Source: an optimization exercise on an open RTL-to-GDS flow (aim: small area and a short achievable clock period). Production flows keep margins and buffers that such runs may drop.
No functional check of the RTL was part of any run shown here.
Power is estimated from default activity; no workload was simulated.

==> flow/design.v <==
module controller
(
	input  [7:0] opcode,
	output jump,
	output is_alu,
	output [1:0] kind,
	output rd_dmem,
	output wr_dmem,
	output mem_op
);
	wire hi0 = (opcode[7:3] == 5'd0);
	assign rd_dmem = hi0 & (opcode[2:0] == 3'd0);
	assign wr_dmem = hi0 & (opcode[2:0] == 3'd1);
	assign jump    = hi0 & (opcode[2:0] == 3'd2);
	assign mem_op  = hi0 & (opcode[2:1] == 2'd0);
	assign is_alu  = hi0 & (opcode[2:0] >= 3'd3) & (opcode[2:0] <= 3'd6);
	assign kind    = opcode[1:0];
endmodule
module data_memory_control
(
	input  mem_op,
	input  [7:0] d,
	output [7:0] dm_abus
);
	assign dm_abus = mem_op ? d : 8'h00;
endmodule
module instruction_control
(
	input  clk,
	input  reset,
	output im_abus_valid,
	output [7:0] im_abus_data,
	input  jump,
	input  [7:0] d
);
	reg [7:0] PC;
	always @ (posedge clk or posedge reset)
	begin
		if (reset)
			PC <= 8'hFF;
		else if (jump)
			PC <= d;
		else
			PC <= PC + 1'b1;
	end
	assign im_abus_valid = 1'b1;
	assign im_abus_data = PC;
endmodule
module alu_stage #(parameter I = 0)
(
	input  is_div,
	input  is_mul,
	input  en_q,              
	input  a_i,               
	input  [7:0] B,
	input  [7:0] xin,         
	output [7:0] xo,          
	output q
);
	localparam integer W = 8 - I;
	wire [W:0] c;
	wire [W-1:0] s, y;
	wire [7:0] x;
	genvar j;
	generate
		if (I < 7) begin : g_hi
			assign x[7:I+1] = xin[7:I+1];
		end
		if (I > 0) begin : g_lo
			assign x[I-1:0] = 8'h00;
			assign xo[I-1:0] = 8'h00;
		end
	endgenerate
	assign x[I] = a_i & ~is_mul;
	assign c[0] = is_div;
	generate
		for (j = 0; j < W; j = j + 1) begin : g_bit
			assign y[j] = is_div ? ~B[j] : (B[j] & a_i);
			assign s[j] = x[I+j] ^ y[j] ^ c[j];
			assign c[j+1] = (x[I+j] & y[j]) | (x[I+j] & c[j]) | (y[j] & c[j]);
		end
	endgenerate
	assign q = en_q & c[W];
	wire sel = is_mul | q;
	assign xo[7:I] = sel ? s : x[7:I];
endmodule
module alu_pre
(
	input  [1:0] kind,
	input  [7:0] A,
	input  [7:0] B,
	output [7:0] X,
	output [7:4] Q
);
	wire is_div = kind[1] & ~kind[0];
	wire is_mul = ~kind[1] & kind[0];
	wire [7:0] x7, x6, x5, x4;
	wire z7 = ~|B[7:1];
	wire z6 = ~|B[7:2];
	wire z5 = ~|B[7:3];
	wire z4 = ~|B[7:4];
	alu_stage #(7) s7 (.is_div(is_div), .is_mul(is_mul), .en_q(is_div & z7), .a_i(A[7]), .B(B), .xin(8'h00), .xo(x7), .q(Q[7]));
	alu_stage #(6) s6 (.is_div(is_div), .is_mul(is_mul), .en_q(is_div & z6), .a_i(A[6]), .B(B), .xin(x7), .xo(x6), .q(Q[6]));
	alu_stage #(5) s5 (.is_div(is_div), .is_mul(is_mul), .en_q(is_div & z5), .a_i(A[5]), .B(B), .xin(x6), .xo(x5), .q(Q[5]));
	alu_stage #(4) s4 (.is_div(is_div), .is_mul(is_mul), .en_q(is_div & z4), .a_i(A[4]), .B(B), .xin(x5), .xo(x4), .q(Q[4]));
	assign X = {x4[7:4], A[3:0]};
endmodule
module alu
(
	input  [1:0] kind,
	input  [7:0] A,
	input  [7:0] B,
	input  [7:4] QH,
	output [7:0] Y
);
	wire is_div = kind[1] & ~kind[0];
	wire is_mul = ~kind[1] & kind[0];
	wire is_add = kind[1] & kind[0];
	wire use_sub = ~kind[0];            
	wire [7:0] x3, x2, x1;
	wire [3:0] q;
	wire z3 = ~|B[7:5];
	wire z2 = ~|B[7:6];
	wire z1 = ~B[7];
	alu_stage #(3) s3 (.is_div(is_div), .is_mul(is_mul), .en_q(is_div & z3), .a_i(A[3]), .B(B), .xin(A), .xo(x3), .q(q[3]));
	alu_stage #(2) s2 (.is_div(is_div), .is_mul(is_mul), .en_q(is_div & z2), .a_i(A[2]), .B(B), .xin(x3), .xo(x2), .q(q[2]));
	alu_stage #(1) s1 (.is_div(is_div), .is_mul(is_mul), .en_q(is_div & z1), .a_i(A[1]), .B(B), .xin(x2), .xo(x1), .q(q[1]));
	wire [8:0] c0;
	wire [7:0] s0, y0, x0;
	assign x0[7:1] = x1[7:1];
	assign x0[0] = A[0] & ~is_mul;
	assign c0[0] = use_sub;
	genvar j;
	generate
		for (j = 0; j < 8; j = j + 1) begin : g_s0
			assign y0[j] = use_sub ? ~B[j] : (is_add ? B[j] : (B[j] & A[0]));
			assign s0[j] = x0[j] ^ y0[j] ^ c0[j];
			assign c0[j+1] = (x0[j] & y0[j]) | (x0[j] & c0[j]) | (y0[j] & c0[j]);
		end
	endgenerate
	assign q[0] = c0[8];
	assign Y = is_div ? {QH, q} : s0;
endmodule
module operation_module
(
	input  clk,
	input  reset,
	input  [7:0] d,
	input  is_alu,
	input  [1:0] kind,
	input  rd_dmem,
	input  wr_dmem,
	input  [7:0] dm_in_dbus,
	output [7:0] dm_out_dbus
);
	reg        L;         
	reg  [7:0] AC;
	reg  [7:0] op_a;      
	reg  [7:0] op_b;      
	reg  [1:0] op_k;      
	reg  [7:4] op_q;      
	wire [7:0] R;
	wire [7:0] p_x;
	wire [7:4] p_q;
	alu_pre alu_pre_inst
	(
		.kind(kind),
		.A(AC),
		.B(d),
		.X(p_x),
		.Q(p_q)
	);
	alu alu_inst
	(
		.kind(op_k),
		.A(op_a),
		.B(op_b),
		.QH(op_q),
		.Y(R)
	);
	always @ (posedge clk or posedge reset)
	begin
		if (reset)
		begin
			L    <= 1'b0;
			AC   <= 8'h00;
			op_a <= 8'h00;
			op_b <= 8'h00;
			op_k <= 2'b00;
		end
		else
		begin
			L    <= rd_dmem;
			AC   <= L ? dm_in_dbus : R;
			op_a <= is_alu ? p_x : R;
			op_b <= is_alu ? d : 8'h00;
			op_k <= is_alu ? kind : 2'b00;
		end
	end
	always @ (posedge clk)
		op_q <= p_q;
	assign dm_out_dbus = wr_dmem ? AC : 8'h00;
endmodule
module simple_cpu_top
(
	input  clk,
	input  reset,
	output im_abus_valid,
	output [ 7:0] im_abus_data,
	input  [15:0] im_dbus,
	output rd_mem,
	output wr_mem,
	output [7:0] dm_abus,
	input  [7:0] dm_in_dbus,
	output [7:0] dm_out_dbus
);
	wire [7:0] d  = im_dbus[7:0];
	wire jump, is_alu, mem_op;
	wire [1:0] kind;
	controller controller_inst
	(
		.opcode(im_dbus[15:8]),
		.jump(jump),
		.is_alu(is_alu),
		.kind(kind),
		.rd_dmem(rd_mem),
		.wr_dmem(wr_mem),
		.mem_op(mem_op)
	);
	instruction_control instruction_control_inst
	(
		.clk(clk),
		.reset(reset),
		.im_abus_valid(im_abus_valid),
		.im_abus_data(im_abus_data),
		.jump(jump),
		.d(d)
	);
	data_memory_control data_memory_control_inst
	(
		.mem_op(mem_op),
		.d(d),
		.dm_abus(dm_abus)
	);
	operation_module operation_module_inst
	(
		.clk(clk),
		.reset(reset),
		.d(d),
		.is_alu(is_alu),
		.kind(kind),
		.rd_dmem(rd_mem),
		.wr_dmem(wr_mem),
		.dm_in_dbus(dm_in_dbus),
		.dm_out_dbus(dm_out_dbus)
	);
endmodule
==> flow/flow/run.sh <==
#!/bin/bash
# Standard ORFS layout, with plain buf_1 cells as the port buffers.
set -euo pipefail
bash standard.sh BUFFER_PORTS_ARGS="-buffer_cell sky130_fd_sc_hd__buf_1" finish > make_finish.log 2>&1
==> flow/standard.sh <==
#!/bin/bash
# synth_recipe.tcl (not shown) runs the flow's synth.tcl, then flattens the netlist and writes it again
# the make line also repeats each setting of config.mk as NAME=value (left out here)
make -C /OpenROAD-flow-scripts/flow DESIGN_CONFIG=/design/flow/config.mk WORK_HOME=/design/flow/orfs CLKGATE_MAP_FILE= SYNTH_SCRIPT=/design/flow/synth_recipe.tcl "${@:-finish}"
==> flow/config.mk <==
export PLATFORM = sky130hd
export DESIGN_NAME = simple_cpu_top
export DESIGN_NICKNAME = simple_cpu_top
export VERILOG_FILES = /design/flow/design.v
export SDC_FILE = /design/flow/constraint.sdc
export NUM_CORES = 4
export LEC_CHECK = 0
export CAP_MARGIN = 20
export CORE_MARGIN = 2
export CORE_UTILIZATION = 40
export SLEW_MARGIN = 20
==> flow/constraint.sdc <==
create_clock -name core_clock -period 34.0 [get_ports {clk}]
set_input_delay 6.8000 -clock core_clock [delete_from_list [all_inputs] [get_ports {clk}]]
set_output_delay 6.8000 -clock core_clock [all_outputs]
set_load 0.01 [all_outputs]
==> results_dict.tcl, run 1 <==
set metrics [dict create \
    ys_top_cells_by_area "sky130_fd_sc_hd__fa_1, sky130_fd_sc_hd__dfrtp_1, sky130_fd_sc_hd__mux2i_1, sky130_fd_sc_hd__dfstp_2, sky130_fd_sc_hd__and2_1" \
    period_share_pct 45.1 \
    wirelength_mm 7.79 \
    finish.net_count 456 \
    cts.clk_slew.worst_paths_ns 0.08 \
    synth-edff-count 0 \
    pwr_density_cell_nw_per_um2 55.4 \
    cts_tree "built" \
    fin_crit_ns 15.34 \
    total_routing_usage_gr_pct 17.7 \
    post_cts.repair.setup_buffers 0 \
    synth_area_leader_cell "sky130_fd_sc_hd__fa_1" \
    via_count_of_the_first_global_routing_pass 2667 \
    sequential_to_total_area_share_from_yosys_stat_pct 27.7 \
    synthDominantCellAreaShare_pct 19.5 \
    drt_first_iter_violations 135 \
    cts_inserted_buffers 5 \
    placement_rows 34 \
    fmax_ghz 0.0652 \
    detail_route.first_pass.iterations 4 \
    grt_antenna_before_repair 0 \
    grt_start_max_net_pins 36 \
    setup.worst_path.end "dm_abus[1]" \
    via_count 2620 \
    post-route-drc-count 0 \
    clock_latency_ns 0.29 \
    ctsHtreeMaxLevel 2 \
    fin_skew_ns 0.00620 \
    final-hold-violation-count 0 \
    fp.dieArea_um2 9490 \
    max_cap_viol_count 0 \
    worst_ir_drop_vdd_mv 0.0210 \
    clock_sinks 39 \
    status "no timing/DRC/antenna violations" \
    crit_start "im_dbus[12]" \
    cp_slowest_stage_delay_ns 0.55 \
    critical_path.cell_chain "buf_1 -> or4_4 -> or3_1 -> nor2_2 -> and2_1 -> buf_1" \
    layout.cells.non_filler 503 \
    floorplan.die.width_um 97.4 \
    crit_path_max_fanout 7 \
    cts_hold_buf 0 \
    placed_cells_incl_taps 495 \
    setup_viol_count_final 0 \
    crit-reg2reg-launch "operation_module_inst.op_k[0]$_DFF_PP0_" \
    syn-num-nets 415 \
    worstSetupEndpointType "output pin" \
    num_io_pins 53 \
    die_y_um 97.4 \
    route.detailed.vias_per_inst 5.21 \
    core_region_area_um2 8590 \
    yosys_most_used_dff "sky130_fd_sc_hd__dfrtp_1" \
    worstMarginPinSlew_ns 0.765 \
    mappedNetlistArea_um2 3490 \
    crit_arrival_ns 8.54 \
    post_route_cells_drive_above_1_share_pct 13.9 \
    clk_path_buf_depth 2 \
    synth_warnings 2 \
    cts.root.buffer_cell "sky130_fd_sc_hd__clkbuf_8" \
    timing_worst_setup_path_type "input port to output pin" \
    cts-resized-gates 0 \
    wl_per_cell_um 15.5 \
    port_buf_inserts 51 \
    critical_path.reg2reg.endpoint "operation_module_inst.op_a[0]$_DFF_PP0_" \
    reg2reg_slack_ns 21.44 \
    gp_congestion 0.868 \
    cell_with_the_largest_stage_delay_on_the_worst_path "sky130_fd_sc_hd__or4_4" \
    start_util_pct 40.6 \
    r2r_cells 41 \
    setup_tns_ns 0 \
    worst_hold_path_type "register to register" \
    syn_avg_cell_area_um2 9.89 \
    cp_common_cell "sky130_fd_sc_hd__buf_1" \
    asyncSetResetFlopFracSynth_pct 89.7 \
    max_slew_margin_pct 48.8 \
    grt_first_pass_wirelength_mm 13.5 \
    grt_remaining_overflow 0 \
    synth_cell_type_count 58 \
    power.static_leakage_uw 0.00159 \
    route.antenna.remaining_nets 0 \
    rsz_0062_raised_after_global_routing "false" \
    insertedDiodeCount 0 \
    worst_ep_required_time_ns 27.20 \
    area_growth_pct 10.2 \
    cp-start-kind "input port" \
    final_core_util_pct 44.8 \
    synth_instances 353 \
    dp_hpwl_mm 6.19 \
    postSynthRegisterBits 39 \
    drv_slew 0 \
]
==> worst min path at each step <==
| stage | start | to | slack [ns] | cells past startpoint |
|---|---|---|---|---|
| floorplan | operation_module_inst.AC[0]$_DFF_PP0_ | operation_module_inst.op_a[0]$_DFF_PP0_ | 0.46 | 1 |
| global placement | operation_module_inst.AC[2]$_DFF_PP0_ | operation_module_inst.op_a[2]$_DFF_PP0_ | 0.48 | 1 |
| detailed placement | operation_module_inst.AC[1]$_DFF_PP0_ | operation_module_inst.op_a[1]$_DFF_PP0_ | 0.47 | 1 |
| CTS | operation_module_inst.AC[1]$_DFF_PP0_ | operation_module_inst.op_a[1]$_DFF_PP0_ | 0.50 | 1 |
| global route | operation_module_inst.AC[0]$_DFF_PP0_ | operation_module_inst.op_a[0]$_DFF_PP0_ | 0.53 | 1 |
| finish | operation_module_inst.AC[1]$_DFF_PP0_ | operation_module_inst.op_a[1]$_DFF_PP0_ | 0.50 | 1 |
==> logic make-up after synthesis <==
| family | after synthesis | share of synthesized area (%) |
|---|---|---|
| buffers and inverters | 38 | 5.09 |
| AND/OR/NAND/NOR | 122 | 19.7 |
| AO/OA/AOI/OAI | 63 | 11.4 |
| other | 1 | 0.107 |
| adder cells (fa/ha/maj) | 37 | 20.5 |
| XOR/XNOR | 8 | 2.01 |
| multiplexers | 45 | 13.6 |
| flip-flops | 39 | 27.7 |
==> layout make-up <==
class                           count  area [um^2]
Sequential cell                    39          966
Clock inverter                      2         35.0
Multi-Input combinational cell    276         2350
Clock buffer                        6         82.6
Inverter                           19         73.8
Tap cell                          108          135
Fill cell                         856         4750
Timing Repair Buffer               53          206
==> synthesized netlist by cell type (2+ instances only) <==
library cell / number
sky130_fd_sc_hd__a21oi_1: 20
sky130_fd_sc_hd__a22oi_1: 2
sky130_fd_sc_hd__and2_1: 29
sky130_fd_sc_hd__and3_1: 7
sky130_fd_sc_hd__buf_1: 2
sky130_fd_sc_hd__buf_2: 4
sky130_fd_sc_hd__clkbuf_1: 10
sky130_fd_sc_hd__dfrtp_1: 27
sky130_fd_sc_hd__dfstp_2: 8
sky130_fd_sc_hd__dfxtp_1: 4
sky130_fd_sc_hd__fa_1: 34
sky130_fd_sc_hd__ha_1: 2
sky130_fd_sc_hd__inv_1: 16
sky130_fd_sc_hd__inv_2: 2
sky130_fd_sc_hd__mux2_1: 5
sky130_fd_sc_hd__mux2_2: 11
sky130_fd_sc_hd__mux2i_1: 28
sky130_fd_sc_hd__nand2_1: 17
sky130_fd_sc_hd__nand2_2: 7
sky130_fd_sc_hd__nand2b_1: 4
sky130_fd_sc_hd__nand3_1: 13
sky130_fd_sc_hd__nor2_1: 25
sky130_fd_sc_hd__nor3_1: 4
sky130_fd_sc_hd__nor4_1: 3
sky130_fd_sc_hd__o211ai_1: 2
sky130_fd_sc_hd__o21a_1: 2
sky130_fd_sc_hd__o21ai_0: 16
sky130_fd_sc_hd__o21ai_1: 3
sky130_fd_sc_hd__o21ai_2: 6
sky130_fd_sc_hd__o22ai_1: 3
sky130_fd_sc_hd__o31ai_1: 2
sky130_fd_sc_hd__or3_1: 3
sky130_fd_sc_hd__xnor2_1: 2
sky130_fd_sc_hd__xor2_1: 6
==> power breakdown <==
part           switching [uW]  internal, uW  total (uW)  leakage [uW]
clock                    16.1          23.7        39.9     0.0000612
sequential               14.1          63.4        77.5      0.000461
combinational            53.6          42.1        95.6       0.00107
total                    83.8           129         213       0.00159
==> stage by stage <==
stage | hold slack (ns) | setup slack, ns | power, uW | instance area, um^2
floorplan | 0.456 | 19.04 | 148 | 3490
global placement | 0.476 | 18.68 | 172 | 3730
detailed placement | 0.474 | 18.65 | 174 | 3730
CTS | 0.497 | 18.65 | 215 | 3850
global route | 0.528 | 18.57 | 233 | 3850
finish | 0.497 | 18.66 | 213 | 3850
==> worst max-delay path: cells and delay by family <==
kind | cells | cell delay (ns)
and+or+nand+nor | 4 | 1.51
buffers and inverters | 2 | 0.22
==> cells in the final DEF, fill, tap and decap left out, types with 11 or more instances in the layout <==
| cell type | count |
|---|---|
| sky130_fd_sc_hd__a21oi_1 | 20 |
| sky130_fd_sc_hd__dfrtp_1 | 27 |
| sky130_fd_sc_hd__mux2i_1 | 28 |
| sky130_fd_sc_hd__buf_1 | 51 |
| sky130_fd_sc_hd__and2_1 | 29 |
| sky130_fd_sc_hd__nand3_1 | 13 |
| sky130_fd_sc_hd__o21ai_0 | 16 |
| sky130_fd_sc_hd__mux2_2 | 11 |
| sky130_fd_sc_hd__inv_1 | 16 |
| sky130_fd_sc_hd__fa_1 | 34 |
| sky130_fd_sc_hd__nand2_1 | 17 |
| sky130_fd_sc_hd__nor2_1 | 25 |
==> per-layer routing <==
layer	vias to the layer above	part of all wire (%)	track usage, %
met1	1271	46	24.3
met4	0	1.7	5.02
met5	-	0	0
met3	10	3.1	1.58
li1	1288	-	-
met2	51	50	29.9
==> flip-flops by register name, indices dropped and copies added (netlist names) <==
signal and count:
instruction_control_inst.PC 8, operation_module_inst.op_k 2, operation_module_inst.op_b 8, operation_module_inst.AC 8
operation_module_inst.op_q 4, operation_module_inst.L 1, operation_module_inst.op_a 8
==> run 2, diff against run 1 <==
--- a/flow/config.mk
+++ b/flow/config.mk
@@ -6,4 +6,5 @@
 export NUM_CORES = 4
 export LEC_CHECK = 0
+export ABC_AREA = 1
 export CAP_MARGIN = 20
 export CORE_MARGIN = 2
==> run 2 against run 1 <==
  * Still clean on timing, DRC and antenna
  * Power is 1.6% higher
  * Synthesized cell count increased by 35%
  * Maximum frequency up 2.5%
  * Sequential share of layout area decreased by 0.44 points
  * Cell count is 25% higher
==> results_dict.tcl, run 2 <==
set metrics [dict create \
    status "no timing/DRC/antenna violations" \
    setup_tns_ns 0 \
    ctsHtreeMaxLevel 2 \
    clock_latency_ns 0.30 \
    postSynthRegisterBits 39 \
    synthDominantCellAreaShare_pct 19.2 \
    synth_cell_type_count 40 \
    insertedDiodeCount 0 \
    worstMarginPinSlew_ns 0.885 \
    worst_hold_path.num_cells 2 \
    clock_sinks 39 \
    setup_viol_count_final 0 \
    cts_inserted_buffers 5 \
    wl_per_cell_um 13.4 \
    most-common-layout-cells "sky130_fd_sc_hd__nand2_1, sky130_fd_sc_hd__inv_1, sky130_fd_sc_hd__nor2_1" \
    yosys-top-cells-count "sky130_fd_sc_hd__nand2_1, sky130_fd_sc_hd__inv_1, sky130_fd_sc_hd__nor2_1" \
    dp_hpwl_mm 6.73 \
    globalRouteMet3Util_pct 1.79 \
    grt_use_met2_pct 31.9 \
    seqCellArea_um2 966 \
    critical_path.reg2reg.endpoint "operation_module_inst.op_a[7]$_DFF_PP0_" \
    finish.net_count 583 \
    syn-num-nets 537 \
    cts-resized-gates 0 \
    intPower_uw 125 \
    worstSetupEndpointType "output pin" \
    via_count_of_the_first_global_routing_pass 3071 \
    finalHoldWorstSlack_ns 0.482 \
    switching_share_pct 42.3 \
    total_routing_usage_gr_pct 18.8 \
    r2r_cells 50 \
    grt_first_pass_wirelength_mm 14.6 \
    detail_route.first_pass.iterations 4 \
    yosys_most_used_dff "sky130_fd_sc_hd__dfrtp_1" \
    share_comb_of_total_power_pct 46.2 \
    synth_warnings 2 \
    grt_remaining_overflow 0 \
    worst_hold_path.endpoint "operation_module_inst.AC[7]$_DFF_PP0_" \
    period_share_pct 44.0 \
    max_cap_viol_count 0 \
    num_io_pins 53 \
    cts_hold_buf 0 \
    die_y_um 98.2 \
    worst_ir_drop_vdd_mv 0.0259 \
    cp_slowest_stage_delay_ns 0.43 \
    cts.root.buffer_cell "sky130_fd_sc_hd__clkbuf_8" \
    synth_instances 475 \
    crit_arrival_ns 8.16 \
    power.clock.fraction_pct 18.8 \
    cell_with_the_largest_stage_delay_on_the_worst_path "sky130_fd_sc_hd__nand3_1" \
    crit_path_max_fanout 9 \
    worst_ep_required_time_ns 27.20 \
    power.switching_uw 91.5 \
    clk_path_buf_depth 2 \
    rsz_0062_raised_after_global_routing "false" \
    cts_tree "built" \
    sequential_to_total_area_share_from_yosys_stat_pct 27.2 \
    drt_first_iter_violations 148 \
    fin_skew_ns 0.0122 \
    area_growth_pct 10.4 \
    cp-start-kind "input port" \
    post-route-drc-count 0 \
    area_of_the_multi_input_gates_um2 2200 \
    final_common_cell "sky130_fd_sc_hd__nand2_1" \
    syn_avg_cell_area_um2 7.47 \
    cts.clk_slew.worst_paths_ns 0.07 \
    reg2reg_slack_ns 21.57 \
    core_region_area_um2 8680 \
    post_cts.repair.setup_buffers 0 \
    worst_hold_path_type "register to register" \
    power.static_leakage_uw 0.00188 \
    floorplan.die.width_um 98.2 \
    cp_common_cell "sky130_fd_sc_hd__buf_1" \
    port_buf_inserts 51 \
    grt_antenna_before_repair 0 \
    route.antenna.remaining_nets 0 \
    asyncSetResetFlopFracSynth_pct 89.7 \
    fin_crit_ns 14.96 \
    max_slew_margin_pct 40.9 \
    hold_path_startpoint "operation_module_inst.op_q[7]$_DFF_P_" \
    timing_worst_setup_path_type "input port to output pin" \
    power_frac_seq_pct 35.1 \
    final-hold-violation-count 0 \
    grt.busiest_layer "met2" \
    grt.met1_usage_pct 24.7 \
    post_route_cells_drive_above_1_share_pct 9.39 \
    num-fill-cells 902 \
    mappedNetlistArea_um2 3550 \
    synth.most_common_cell "sky130_fd_sc_hd__nand2_1" \
    ys_top_cells_by_area "sky130_fd_sc_hd__fa_1, sky130_fd_sc_hd__dfrtp_1, sky130_fd_sc_hd__nand2_1, sky130_fd_sc_hd__inv_1, sky130_fd_sc_hd__o21ai_0" \
    via_count 3086 \
    drv_slew 0 \
    crit-reg2reg-launch "operation_module_inst.op_k[0]$_DFF_PP0_" \
    wirelength_mm 8.44 \
    gp_congestion 0.866 \
    start_util_pct 40.9 \
    synth-edff-count 0 \
    grt_start_max_net_pins 36 \
    route.detailed.vias_per_inst 4.90 \
    critical_path.cell_chain "buf_1 -> nor3_1 -> nor3b_2 -> nand3_1 -> nor2_1 -> buf_1" \
    pwr_density_cell_nw_per_um2 55.2 \
    fmax_ghz 0.0668 \
    synth_area_leader_cell "sky130_fd_sc_hd__fa_1" \
    fp.dieArea_um2 9640 \
    placement_rows 34 \
]
## run 2: changes by cell type after synthesis, moves of 5 or more
cell / previous run / this run
sky130_fd_sc_hd__a21oi_1: 20 / 10
sky130_fd_sc_hd__a31oi_1: 0 / 5
sky130_fd_sc_hd__and2_1: 29 / 1
sky130_fd_sc_hd__and3_1: 7 / 0
sky130_fd_sc_hd__inv_1: 16 / 72
sky130_fd_sc_hd__mux2_1: 5 / 0
sky130_fd_sc_hd__mux2_2: 11 / 0
sky130_fd_sc_hd__mux2i_1: 28 / 1
sky130_fd_sc_hd__nand2_1: 17 / 112
sky130_fd_sc_hd__nand2_2: 7 / 12
sky130_fd_sc_hd__nand3_1: 13 / 19
sky130_fd_sc_hd__nor2_1: 25 / 58
sky130_fd_sc_hd__o21ai_0: 16 / 53
## run 2: cells by family (layout without fill, tap and decap cells)
family | Yosys count | after routing | share of synthesized area (%)
compound gates | 83 | 83 | 13.0
xor+xnor | 8 | 8 | 1.97
fa+ha+maj | 36 | 36 | 19.9
buf+inv | 90 | 137 | 10.6
flops | 39 | 39 | 27.2
mux | 1 | 1 | 0.282
other cells | 1 | 1 | 0.106
simple gates | 217 | 217 | 26.9
## run 2: worst max-delay path by stage
stage,end,slack (ns),startpoint,depth (start not counted)
3_3_place_gp,dm_out_dbus[3],19.07,im_dbus[14],6
2_1_floorplan,rd_mem,19.54,im_dbus[14],4
3_5_place_dp,dm_out_dbus[5],19.00,im_dbus[14],6
5_1_grt,dm_out_dbus[5],18.89,im_dbus[14],6
4_1_cts,dm_out_dbus[5],19.00,im_dbus[14],6
6_report,dm_out_dbus[5],19.04,im_dbus[14],6
## run 2: routing by layer
layer  wire length (um)  share of wire (%)
met3                313                3.7
met2               4050                 48
met5                  0                  0
met1               3830                 45
met4                240                2.8
## run 2: area by class of cell
class                      count  area share [%]
multi-input combinational    346            56.3
clock buffer                   6            2.11
clock inverter                 2           0.895
timing repair buffer          52            5.08
sequential                    39            24.7
inverter                      77            7.51
tap                          108            3.45
## run 2: critical path, delay by kind of cell
kind / cells / cell delay [ns]
buf+inv: 2 / 0.24
simple gates: 4 / 1.11
## run 2: stage by stage
stage	setup slack (ns)	cells	power (uW)	cell area (um^2)	utilization, %
final	19.04	630	216	3920	45.1
after global routing	18.89	630	239	3920	45.1
after CTS	19.00	630	219	3920	45.1
after detailed placement	19.00	622	177	3800	43.8
after global placement	19.07	622	174	3800	43.8
after floorplan	19.54	475	150	3550	-
## run 2: power groups by stage
stage	sequential, uW	combinational (uW)	clock [uW]
global placement	76.2	98.3	0
detailed placement	76.0	101	0
CTS	75.7	102	41.2
finish	75.8	99.8	40.6
global route	77.3	119	43.2
floorplan	75.1	74.5	0
==> run 3, diff against run 2 <==
--- a/flow/config.mk
+++ b/flow/config.mk
@@ -6,7 +6,6 @@
 export NUM_CORES = 4
 export LEC_CHECK = 0
-export ABC_AREA = 1
 export CAP_MARGIN = 20
 export CORE_MARGIN = 2
-export CORE_UTILIZATION = 40
+export CORE_UTILIZATION = 65
 export SLEW_MARGIN = 20
==> run 3 against run 2 <==
  * Still clean
  * Area after synthesis down 1.6%
  * Cell count fell by 26%
  * Setup slack lost 0.40 ns
  * Critical path depth unchanged
  * Cell area down 2.7%
  * First-iteration DRC count up 20%
  * Highest routed layer unchanged
  * Power increased by 1.5%
  * Largest cell class unchanged
==> results_dict.tcl, run 3 <==
set metrics [dict create \
    fin_skew_ns 0.0112 \
    critical_path_buf_inv_count 2 \
    wire_length_on_met2_mm 4.02 \
    power.static_leakage_uw 0.00159 \
    final_common_cell "sky130_fd_sc_hd__buf_1" \
    synth_area_leader_cell "sky130_fd_sc_hd__fa_1" \
    finalHoldWorstSlack_ns 0.491 \
    syn_avg_cell_area_um2 9.89 \
    synth_cell_type_count 58 \
    clock_sinks 39 \
    dp_hpwl_mm 5.87 \
    clock_latency_ns 0.29 \
    yosys-top-cells-count "sky130_fd_sc_hd__fa_1, sky130_fd_sc_hd__and2_1, sky130_fd_sc_hd__mux2i_1" \
    route.antenna.remaining_nets 0 \
    most-common-layout-cells "sky130_fd_sc_hd__buf_1, sky130_fd_sc_hd__fa_1, sky130_fd_sc_hd__and2_1" \
    wl_per_cell_um 16.1 \
    wirelength_mm 7.47 \
    final-hold-violation-count 0 \
    die_y_um 77.3 \
    cts_hold_buf 0 \
    setup_tns_ns 0 \
    sequential_to_total_area_share_from_yosys_stat_pct 27.7 \
    cts.root.buffer_cell "sky130_fd_sc_hd__clkbuf_8" \
    grt_start_max_net_pins 36 \
    worstSetupEndpointType "output pin" \
    m1WireLength_mm 3.06 \
    drv_slew 0 \
    cell_with_the_largest_stage_delay_on_the_worst_path "sky130_fd_sc_hd__or4_4" \
    drt_first_iter_violations 178 \
    share_comb_of_total_power_pct 43.9 \
    cts-resized-gates 0 \
    total_routing_usage_gr_pct 27.6 \
    core_region_area_um2 5140 \
    port_buf_inserts 51 \
    critical_path.cell_chain "buf_1 -> or4_4 -> or3_1 -> nor2_2 -> and2_1 -> buf_1" \
    route.detailed.vias_per_inst 5.77 \
    synth.most_common_cell "sky130_fd_sc_hd__fa_1" \
    postLayoutSetupSlackWorst_ns 18.64 \
    worst_hold_path_type "register to register" \
    cts_tree "built" \
    final_core_util_pct 74.1 \
    post_cts.repair.setup_buffers 0 \
    routed.top_layer "met4" \
    floorplan.die.width_um 77.3 \
    yosys_most_used_dff "sky130_fd_sc_hd__dfrtp_1" \
    insertedDiodeCount 0 \
    grt_first_pass_wirelength_mm 12.9 \
    status "no timing/DRC/antenna violations" \
    postSynthRegisterBits 39 \
    via_count 2677 \
    clk_path_buf_depth 2 \
    power.clock.fraction_pct 20.7 \
    rsz_0062_raised_after_global_routing "false" \
    routed-wl-met3_um 283 \
    pwr_density_cell_nw_per_um2 57.6 \
    worst_ep_required_time_ns 27.20 \
    gp_congestion 0.889 \
    switching_share_pct 38.6 \
    power_frac_seq_pct 35.4 \
    timing_worst_setup_path_type "input port to output pin" \
    num-fill-cells 409 \
    crit_family "simple AND/OR/NAND/NOR gates" \
    max_slew_margin_pct 27.6 \
    crit_arrival_ns 8.56 \
    worst_ir_drop_vdd_mv 0.0347 \
    ys_top_cells_by_area "sky130_fd_sc_hd__fa_1, sky130_fd_sc_hd__dfrtp_1, sky130_fd_sc_hd__mux2i_1, sky130_fd_sc_hd__dfstp_2, sky130_fd_sc_hd__and2_1" \
    start_util_pct 67.9 \
    cp-start-kind "input port" \
    grt_remaining_overflow 0 \
    power.switching_uw 84.7 \
    synth_warnings 2 \
    layout.cells.non_filler 464 \
    period_share_pct 45.2 \
    post-route-drc-count 0 \
    synth-edff-count 0 \
    via_count_of_the_first_global_routing_pass 2672 \
    max_cap_viol_count 0 \
    post_route_cells_drive_above_1_share_pct 13.7 \
    synth_instances 353 \
    ctsHtreeMaxLevel 2 \
    placement_rows 26 \
    cts_inserted_buffers 5 \
    area_growth_pct 9.14 \
    detail_route.first_pass.iterations 4 \
    finish.net_count 455 \
    worstMarginPinSlew_ns 1.09 \
    fp.dieArea_um2 5970 \
    grt_antenna_before_repair 0 \
    asyncSetResetFlopFracSynth_pct 89.7 \
    fin_crit_ns 15.36 \
    worst_setup_slack_before_clock_tree_synthesis_ns 18.62 \
    fmax_ghz 0.0651 \
    cts.clk_slew.worst_paths_ns 0.08 \
    synthDominantCellAreaShare_pct 19.5 \
    crit_path_max_fanout 7 \
    intPower_uw 135 \
    syn-num-nets 415 \
    setup_viol_count_final 0 \
    mappedNetlistArea_um2 3490 \
    cp_slowest_stage_delay_ns 0.55 \
    num_io_pins 53 \
    placed_cells_incl_taps 456 \
    cp_common_cell "sky130_fd_sc_hd__buf_1" \
]
## run 3: cell types whose count changed after synthesis, sizes merged, moves of 10 or more
cell,before,now
a21oi,10,20
and2,1,29
inv,77,19
mux2,0,17
mux2i,1,28
nand2,126,24
nor2,60,28
o21ai,64,25
## run 3: cells by family after synthesis
kind of cell / after synthesis / synth area share, %
simple gates: 122 / 19.7
flops: 39 / 27.7
compound gates: 63 / 11.4
xor+xnor: 8 / 2.01
other cells: 1 / 0.107
fa+ha+maj: 37 / 20.5
buf+inv: 38 / 5.09
mux: 45 / 13.6
## run 3: final timing paths
path	to	depth (start not counted)	slack, ns	start
hold reg to reg	operation_module_inst.op_a[2]$_DFF_PP0_	1	0.49	operation_module_inst.AC[2]$_DFF_PP0_
setup / recovery	dm_abus[1]	6	18.64	im_dbus[12]
min in group asynchronous	operation_module_inst.op_a[6]$_DFF_PP0_	3	6.58	reset
setup reg to reg	operation_module_inst.op_a[0]$_DFF_PP0_	40	20.72	operation_module_inst.op_k[0]$_DFF_PP0_
hold / removal	operation_module_inst.op_a[2]$_DFF_PP0_	1	0.49	operation_module_inst.AC[2]$_DFF_PP0_
max in group asynchronous	instruction_control_inst.PC[2]$_DFF_PP1_	3	27.08	reset
## run 3: worst register-to-register path, delay by kind of cell (launching register included)
family / cells / cell delay (ns)
AND/OR/NAND/NOR: 5 / 2.04
adder cells (fa/ha/maj): 23 / 8.43
buffers and inverters: 4 / 0.23
flip-flops: 1 / 0.63
AO/OA/AOI/OAI: 5 / 1.07
multiplexers: 3 / 0.77
## run 3: layout make-up
cell class	instances	area [um^2]	area share [%]
Clock buffer	5	68.8	1.81
Inverter	19	73.8	1.94
Timing Repair Buffer	52	199	5.22
Sequential cell	39	966	25.3
Tap cell	70	87.6	2.30
Multi-Input combinational cell	276	2350	61.6
Clock inverter	3	67.6	1.77
## run 3: stage by stage
step	area, um^2	power (uW)
after detailed placement	3670	175
after CTS	3810	221
after floorplan	3490	148
after global placement	3670	171
after global routing	3810	239
final	3810	219
## run 3: power groups by stage
| stage | sequential [uW] | combinational, uW | clock, uW |
|---|---|---|---|
| floorplan | 75.7 | 72.0 | 0 |
| global placement | 77.9 | 93.3 | 0 |
| detailed placement | 77.9 | 96.8 | 0 |
| CTS | 77.3 | 97.5 | 46.4 |
| global route | 79.9 | 110 | 48.5 |
| finish | 77.7 | 96.3 | 45.5 |
## run 3: routing by layer
metal	up-vias	track usage, %
met2	72	48.8
met4	0	7.14
met3	10	5.06
met1	1306	34.8
met5	-	0
li1	1289	-
==> run 4, diff against run 3 <==
==> flow/flow/run.sh (replaced) <==
#!/bin/bash
# Standard ORFS layout, with plain buf_1 cells as the port buffers and
# timing repair aiming for 20 ns of setup slack.
set -euo pipefail
bash standard.sh BUFFER_PORTS_ARGS="-buffer_cell sky130_fd_sc_hd__buf_1" SETUP_SLACK_MARGIN=20 finish > make_finish.log 2>&1
--- a/flow/config.mk
+++ b/flow/config.mk
@@ -8,4 +8,4 @@
 export CAP_MARGIN = 20
 export CORE_MARGIN = 2
-export CORE_UTILIZATION = 65
+export CORE_UTILIZATION = 40
 export SLEW_MARGIN = 20
==> run 4 against run 3 <==
  * Core utilization shrank 28 points
  * Clock skew shrank 0.0011 ns
  * Maximum frequency up 1.9%
==> results_dict.tcl, run 4 <==
set metrics [dict create \
    cts_tree "built" \
    drv_slew 0 \
    floorplan.die.width_um 97.4 \
    syn-num-nets 415 \
    seqCellArea_um2 966 \
    worst_setup_slack_before_clock_tree_synthesis_ns 18.63 \
    port_buf_inserts 51 \
    clock_sinks 39 \
    dp_hpwl_mm 6.11 \
    reg2reg_slack_ns 21.52 \
    die_y_um 97.4 \
    postLayoutSetupSlackWorst_ns 18.92 \
    synth.most_common_cell "sky130_fd_sc_hd__fa_1" \
    synth_cell_type_count 58 \
    worst_ir_drop_vdd_mv 0.0218 \
    syn_avg_cell_area_um2 9.89 \
    via_count 2640 \
    cts.clk_slew.worst_paths_ns 0.08 \
    fin_skew_ns 0.0101 \
    worst_ep_required_time_ns 27.20 \
    grt_remaining_overflow 0 \
    r2r_cells 41 \
    final-hold-violation-count 0 \
    sequential_to_total_area_share_from_yosys_stat_pct 27.7 \
    via_count_of_the_first_global_routing_pass 2519 \
    clk_path_buf_depth 2 \
    crit_arrival_ns 8.28 \
    wirelength_mm 7.80 \
    wl_per_cell_um 15.4 \
    max_slew_margin_pct 50.9 \
    post_route_cells_drive_above_1_share_pct 21.1 \
    clock_latency_ns 0.29 \
    start_util_pct 40.6 \
    rsz_0062_raised_after_global_routing "true" \
    area_of_the_multi_input_gates_um2 2390 \
    yosys_most_used_dff "sky130_fd_sc_hd__dfrtp_1" \
    setup_tns_ns 0 \
    most-common-layout-cells "sky130_fd_sc_hd__fa_1, sky130_fd_sc_hd__buf_1, sky130_fd_sc_hd__mux2i_1" \
    pwr_density_cell_nw_per_um2 55.2 \
    synthDominantCellAreaShare_pct 19.5 \
    hold_path_startpoint "operation_module_inst.AC[3]$_DFF_PP0_" \
    crit-reg2reg-launch "operation_module_inst.op_k[0]$_DFF_PP0_" \
    post-route-drc-count 0 \
    final_common_cell "sky130_fd_sc_hd__fa_1" \
    asyncSetResetFlopFracSynth_pct 89.7 \
    fmax_ghz 0.0663 \
    finish.net_count 459 \
    num-fill-cells 844 \
    worstSetupEndpointType "output pin" \
    placement_rows 34 \
    gp_congestion 0.880 \
    status "no timing/DRC/antenna violations" \
    cts_hold_buf 0 \
    route.detailed.vias_per_inst 5.22 \
    cts.root.buffer_cell "sky130_fd_sc_hd__clkbuf_8" \
    synth-edff-count 0 \
    core_region_area_um2 8590 \
    worstMarginPinSlew_ns 0.734 \
    fp.dieArea_um2 9490 \
    setup_viol_count_final 0 \
    worst_hold_path_type "register to register" \
    synth_area_leader_cell "sky130_fd_sc_hd__fa_1" \
    power.static_leakage_uw 0.00171 \
    total_routing_usage_gr_pct 17.1 \
    grt_first_pass_wirelength_mm 13.1 \
    grt_start_max_net_pins 36 \
    postSynthRegisterBits 39 \
    worst_hold_path.num_cells 1 \
    ys_top_cells_by_area "sky130_fd_sc_hd__fa_1, sky130_fd_sc_hd__dfrtp_1, sky130_fd_sc_hd__mux2i_1, sky130_fd_sc_hd__dfstp_2, sky130_fd_sc_hd__and2_1" \
    timing_worst_setup_path_type "input port to output pin" \
    grt_antenna_before_repair 0 \
    route.antenna.remaining_nets 0 \
    fin_crit_ns 15.08 \
    critical_path.reg2reg.endpoint "operation_module_inst.op_a[0]$_DFF_PP0_" \
    cts_inserted_buffers 5 \
    yosys-top-cells-count "sky130_fd_sc_hd__fa_1, sky130_fd_sc_hd__and2_1, sky130_fd_sc_hd__mux2i_1" \
    period_share_pct 44.3 \
    ctsHtreeMaxLevel 2 \
    drt_first_iter_violations 138 \
    synth_warnings 2 \
    num_io_pins 53 \
    synth_instances 353 \
    insertedDiodeCount 0 \
    cp-start-kind "input port" \
    max_cap_viol_count 0 \
    mappedNetlistArea_um2 3490 \
    worst_hold_path.endpoint "operation_module_inst.op_a[3]$_DFF_PP0_" \
    detail_route.first_pass.iterations 4 \
    crit_path_max_fanout 4 \
    area_growth_pct 13.7 \
]
## run 4: worst max path at each step
stage          slack [ns]  depth (start not counted)         from              to
3_5_place_dp        18.63                          6  im_dbus[12]      dm_abus[1]
5_1_grt             18.88                          6  im_dbus[12]  dm_out_dbus[2]
2_1_floorplan       19.04                          5  im_dbus[12]  dm_out_dbus[0]
6_report            18.92                          6  im_dbus[12]  dm_out_dbus[5]
4_1_cts             18.87                          6  im_dbus[13]  dm_out_dbus[3]
3_3_place_gp        18.67                          6  im_dbus[12]      dm_abus[1]
## run 4: through the flow
step	hold WS, ns	cells	area (um^2)	util [%]	total power [uW]
floorplan	0.456	353	3490	-	148
CTS	0.503	506	3920	45.7	221
detailed placement	0.483	495	3730	43.4	175
finish	0.495	506	3970	46.2	219
global placement	0.474	495	3730	43.4	172
global route	0.519	506	3970	46.2	240
## run 4: cells by family after synthesis
| group | after synthesis | share of synthesized area [%] |
|---|---|---|
| fa+ha+maj | 37 | 20.5 |
| simple gates | 122 | 19.7 |
| other cells | 1 | 0.107 |
| flops | 39 | 27.7 |
| mux | 45 | 13.6 |
| compound gates | 63 | 11.4 |
| xor+xnor | 8 | 2.01 |
| buf+inv | 38 | 5.09 |
## run 4: area by class of cell
| class | instances | area share (%) |
|---|---|---|
| inverters | 19 | 1.86 |
| well taps | 108 | 3.40 |
| flip-flops and latches | 39 | 24.3 |
| repair buffers | 56 | 6.99 |
| clock buffers | 6 | 1.83 |
| multi-input cells | 276 | 60.1 |
| clock inverters | 2 | 1.51 |
## run 4: worst max-delay path: stages
cell and delay [ns]:
sky130_fd_sc_hd__buf_1 0.07, sky130_fd_sc_hd__or4_4 0.52, sky130_fd_sc_hd__or3_4 0.40, sky130_fd_sc_hd__buf_4 0.19, sky130_fd_sc_hd__nor3_1 0.14, sky130_fd_sc_hd__buf_2 0.16
## run 4: metal layers
metal	GRT usage [%]	vias up	wire (um)
li1	-	1291	-
met1	24.3	1288	3600
met2	27.4	51	3840
met3	1.65	10	207
met4	6.20	0	141
met5	0	-	0
## run 4: report_power, final
part           internal, uW  switching (uW)
combinational          42.1            53.9
sequential             63.4            14.2
clock                  29.3            16.2
total                   135            84.4
## run 4: repair_timing
action,in CTS,in global routing
gates cloned,0,0
endpoints found under the setup margin,18,22
pin swaps,13,8
buffers inserted,3,0
resized for setup,20,13
==> run 5, diff against run 4 <==
==> flow/flow/run.sh (replaced) <==
#!/bin/bash
# Standard ORFS layout, with plain buf_1 cells as the port buffers and
# timing repair aiming for 19 ns of setup slack.
set -euo pipefail
bash standard.sh BUFFER_PORTS_ARGS="-buffer_cell sky130_fd_sc_hd__buf_1" SETUP_SLACK_MARGIN=19 finish > make_finish.log 2>&1
==> run 5 against run 4 <==
  * Still clean
  * Combinational power about the same
  * Clock power down 13%
  * First-iteration DRC count decreased by 3.6%
  * Area after synthesis is the same
  * Largest cell class unchanged
==> results_dict.tcl, run 5 <==
set metrics [dict create \
    clock_sinks 39 \
    synth_warnings 2 \
    synth_instances 353 \
    wl_per_cell_um 15.6 \
    final_core_util_pct 45.9 \
    total_routing_usage_gr_pct 17.7 \
    finalInstanceArea_um2 3940 \
    cp_num_cells 6 \
    grt_first_pass_wirelength_mm 13.6 \
    cell_with_the_largest_stage_delay_on_the_worst_path "sky130_fd_sc_hd__or4_4" \
    post-layout-total-power_uw 214 \
    max_slew_margin_pct 48.8 \
    rsz_0062_raised_after_global_routing "true" \
    syn_avg_cell_area_um2 9.89 \
    finish.net_count 459 \
    num_io_pins 53 \
    most-common-layout-cells "sky130_fd_sc_hd__buf_1, sky130_fd_sc_hd__fa_1, sky130_fd_sc_hd__mux2i_1" \
    worst_ep_required_time_ns 27.20 \
    final-hold-violation-count 0 \
    synth.most_common_cell "sky130_fd_sc_hd__fa_1" \
    cts_inserted_buffers 5 \
    setup_viol_count_final 0 \
    yosys-top-cells-count "sky130_fd_sc_hd__fa_1, sky130_fd_sc_hd__and2_1, sky130_fd_sc_hd__mux2i_1" \
    dp_hpwl_mm 6.19 \
    pwr_density_cell_nw_per_um2 54.2 \
    grt_antenna_before_repair 0 \
    ctsHtreeMaxLevel 2 \
    worstSetupEndpointType "output pin" \
    timing_worst_setup_path_type "input port to output pin" \
    cp_slowest_stage_delay_ns 0.52 \
    cp-start-kind "input port" \
    power.static_leakage_uw 0.00169 \
    critical_path_buf_inv_count 2 \
    ys_top_cells_by_area "sky130_fd_sc_hd__fa_1, sky130_fd_sc_hd__dfrtp_1, sky130_fd_sc_hd__mux2i_1, sky130_fd_sc_hd__dfstp_2, sky130_fd_sc_hd__and2_1" \
    r2r_cells 41 \
    area_growth_pct 12.9 \
    final_common_cell "sky130_fd_sc_hd__buf_1" \
    start_util_pct 40.6 \
    drt_first_iter_violations 133 \
    yosys_most_used_dff "sky130_fd_sc_hd__dfrtp_1" \
    fmax_ghz 0.0663 \
    period_share_pct 44.4 \
    status "no timing/DRC/antenna violations" \
    post_dp_cell_area_um2 3730 \
    post_route_cells_drive_above_1_share_pct 19.8 \
    crit_path_max_fanout 8 \
    max_cap_viol_count 0 \
    synth-edff-count 0 \
    crit_family "simple AND/OR/NAND/NOR gates" \
    critical_path.cell_chain "buf_1 -> or4_4 -> or3_4 -> nor2_4 -> and2_1 -> buf_2" \
    detail_route.first_pass.iterations 4 \
    synth_cell_type_count 58 \
    via_count_of_the_first_global_routing_pass 2676 \
    route.antenna.remaining_nets 0 \
    insertedDiodeCount 0 \
    worstMarginPinSlew_ns 0.766 \
    fin_skew_ns 0.00610 \
    postSynthRegisterBits 39 \
    worst_hold_path_type "register to register" \
    synth_area_leader_cell "sky130_fd_sc_hd__fa_1" \
    mappedNetlistArea_um2 3490 \
    asyncSetResetFlopFracSynth_pct 89.7 \
    fp.dieArea_um2 9490 \
    grt_remaining_overflow 0 \
    cts_tree "built" \
    crit_arrival_ns 8.28 \
    grt_start_max_net_pins 36 \
    port_buf_inserts 51 \
    fin_crit_ns 15.08 \
    gp_congestion 0.868 \
    worst_hold_path.num_cells 1 \
    synthDominantCellAreaShare_pct 19.5 \
    num-fill-cells 852 \
    worst_setup_slack_before_clock_tree_synthesis_ns 18.65 \
    clock_latency_ns 0.29 \
    post-route-drc-count 0 \
    postLayoutSetupSlackWorst_ns 18.92 \
    floorplan.die.width_um 97.4 \
    cts.clk_slew.worst_paths_ns 0.08 \
    via_count 2627 \
    cts.root.buffer_cell "sky130_fd_sc_hd__clkbuf_8" \
    clk_path_buf_depth 2 \
    wirelength_mm 7.87 \
    drv_slew 0 \
    route.detailed.vias_per_inst 5.19 \
    placement_rows 34 \
    die_y_um 97.4 \
    setup_tns_ns 0 \
    core_region_area_um2 8590 \
    worst_ir_drop_vdd_mv 0.0209 \
    sequential_to_total_area_share_from_yosys_stat_pct 27.7 \
    syn-num-nets 415 \
]
==> run 5: cell counts after synthesis <==
No cell type changed its count.
==> run 5: path summary, 6_finish.rpt <==
kind	start	slack [ns]	end
worst max register to register	operation_module_inst.op_k[0]$_DFF_PP0_	21.44	operation_module_inst.op_a[0]$_DFF_PP0_
worst max-delay path	im_dbus[12]	18.92	dm_out_dbus[2]
worst min-delay path	operation_module_inst.AC[1]$_DFF_PP0_	0.51	operation_module_inst.op_a[1]$_DFF_PP0_
min in group asynchronous	reset	6.59	operation_module_inst.op_b[6]$_DFF_PP0_
worst min register to register	operation_module_inst.AC[1]$_DFF_PP0_	0.51	operation_module_inst.op_a[1]$_DFF_PP0_
max in group asynchronous	reset	27.07	instruction_control_inst.PC[7]$_DFF_PP1_
==> run 5: routing by layer <==
layer / vias to the layer above / track usage, % / part of all wire [%]
met3: 12 / 1.58 / 2.7
li1: 1293 / - / -
met4: 0 / 5.02 / 1.7
met2: 48 / 30.1 / 50
met5: - / 0 / 0
met1: 1274 / 24.3 / 46
==> run 5: layout make-up <==
cell class                 instances  area [um^2]  share of cell area [%]
inverter                          19         73.8                    1.87
sequential                        39          966                    24.5
timing repair buffer              56          280                    7.11
tap                              108          135                    3.43
clock inverter                     2         35.0                   0.889
clock buffer                       6         82.6                    2.10
multi-input combinational        276         2370                    60.1
==> run 5: cell families (layout without fill, tap and decap cells) <==
logic type / Yosys count / in the layout / synth area share, %
AOI/OAI and AO/OA: 63 / 63 / 11.4
xor gates and xnor gates: 8 / 8 / 2.01
adders and majority gates: 37 / 37 / 20.5
buffers and inverters: 38 / 83 / 5.09
DFF: 39 / 39 / 27.7
muxes: 45 / 45 / 13.6
other: 1 / 1 / 0.107
and+or+nand+nor: 122 / 122 / 19.7
==> run 5: worst register-to-register path: cells and delay by family (launching register included) <==
| family | cells | cell delay, ns |
|---|---|---|
| compound gates | 4 | 0.84 |
| mux | 3 | 0.75 |
| fa+ha+maj | 23 | 8.40 |
| flops | 1 | 0.58 |
| simple gates | 5 | 1.26 |
| buf+inv | 6 | 0.65 |
==> run 5: power by group <==
part / switching, uW / leakage, uW / internal (uW)
Sequential: 14.4 / 0.000461 / 63.4
Clock: 16.0 / 0.0000612 / 23.7
Combinational: 53.8 / 0.00116 / 42.2
==> run 5: stage by stage <==
step / hold WS [ns] / cells
6_report: 0.506 / 506
4_1_cts: 0.498 / 505
3_3_place_gp: 0.476 / 495
2_1_floorplan: 0.456 / 353
5_1_grt: 0.528 / 506
3_5_place_dp: 0.474 / 495
==> run 5: what timing repair did <==
action	CTS	global route
pin swaps	13	9
setup endpoints to repair	18	18
resized for setup	16	12
hold buffers	0	0
setup buffers	2	1

[re-timing with driven ports]
No port has a modelled driver above. Below, the same layouts with a new extraction and two added sets of constraints. Step 1 sets driving cells, clkbuf_16 on the clock port and buf_2 on the other inputs (assumed; they add their load-dependent delay and slew). Step 2 times the ports against the registers' clock, not the clock port: input delays grow and output delays shrink by t, the midpoint of the rising clock arrivals with the driver on. Three values: ideal, step 1, step 2; two values: the first two.
run | t, ns | setup WS [ns] | hold WS [ns] | pins driven straight from the clock port
run 1 | 0.317 | 18.665 / 18.645 / 18.645 | 0.497 / 0.497 / 0.497 | 1
run 2 | 0.322 | 19.040 / 19.020 / 19.020 | 0.482 / 0.482 / 0.482 | 1
run 3 | 0.316 | 18.635 / 18.614 / 18.614 | 0.491 / 0.491 / 0.491 | 1
run 4 | 0.320 | 18.922 / 18.901 / 18.901 | 0.495 / 0.495 / 0.495 | 1
run 5 | 0.317 | 18.918 / 18.898 / 18.898 | 0.506 / 0.506 / 0.506 | 1
After both steps every run listed still meets setup and hold.
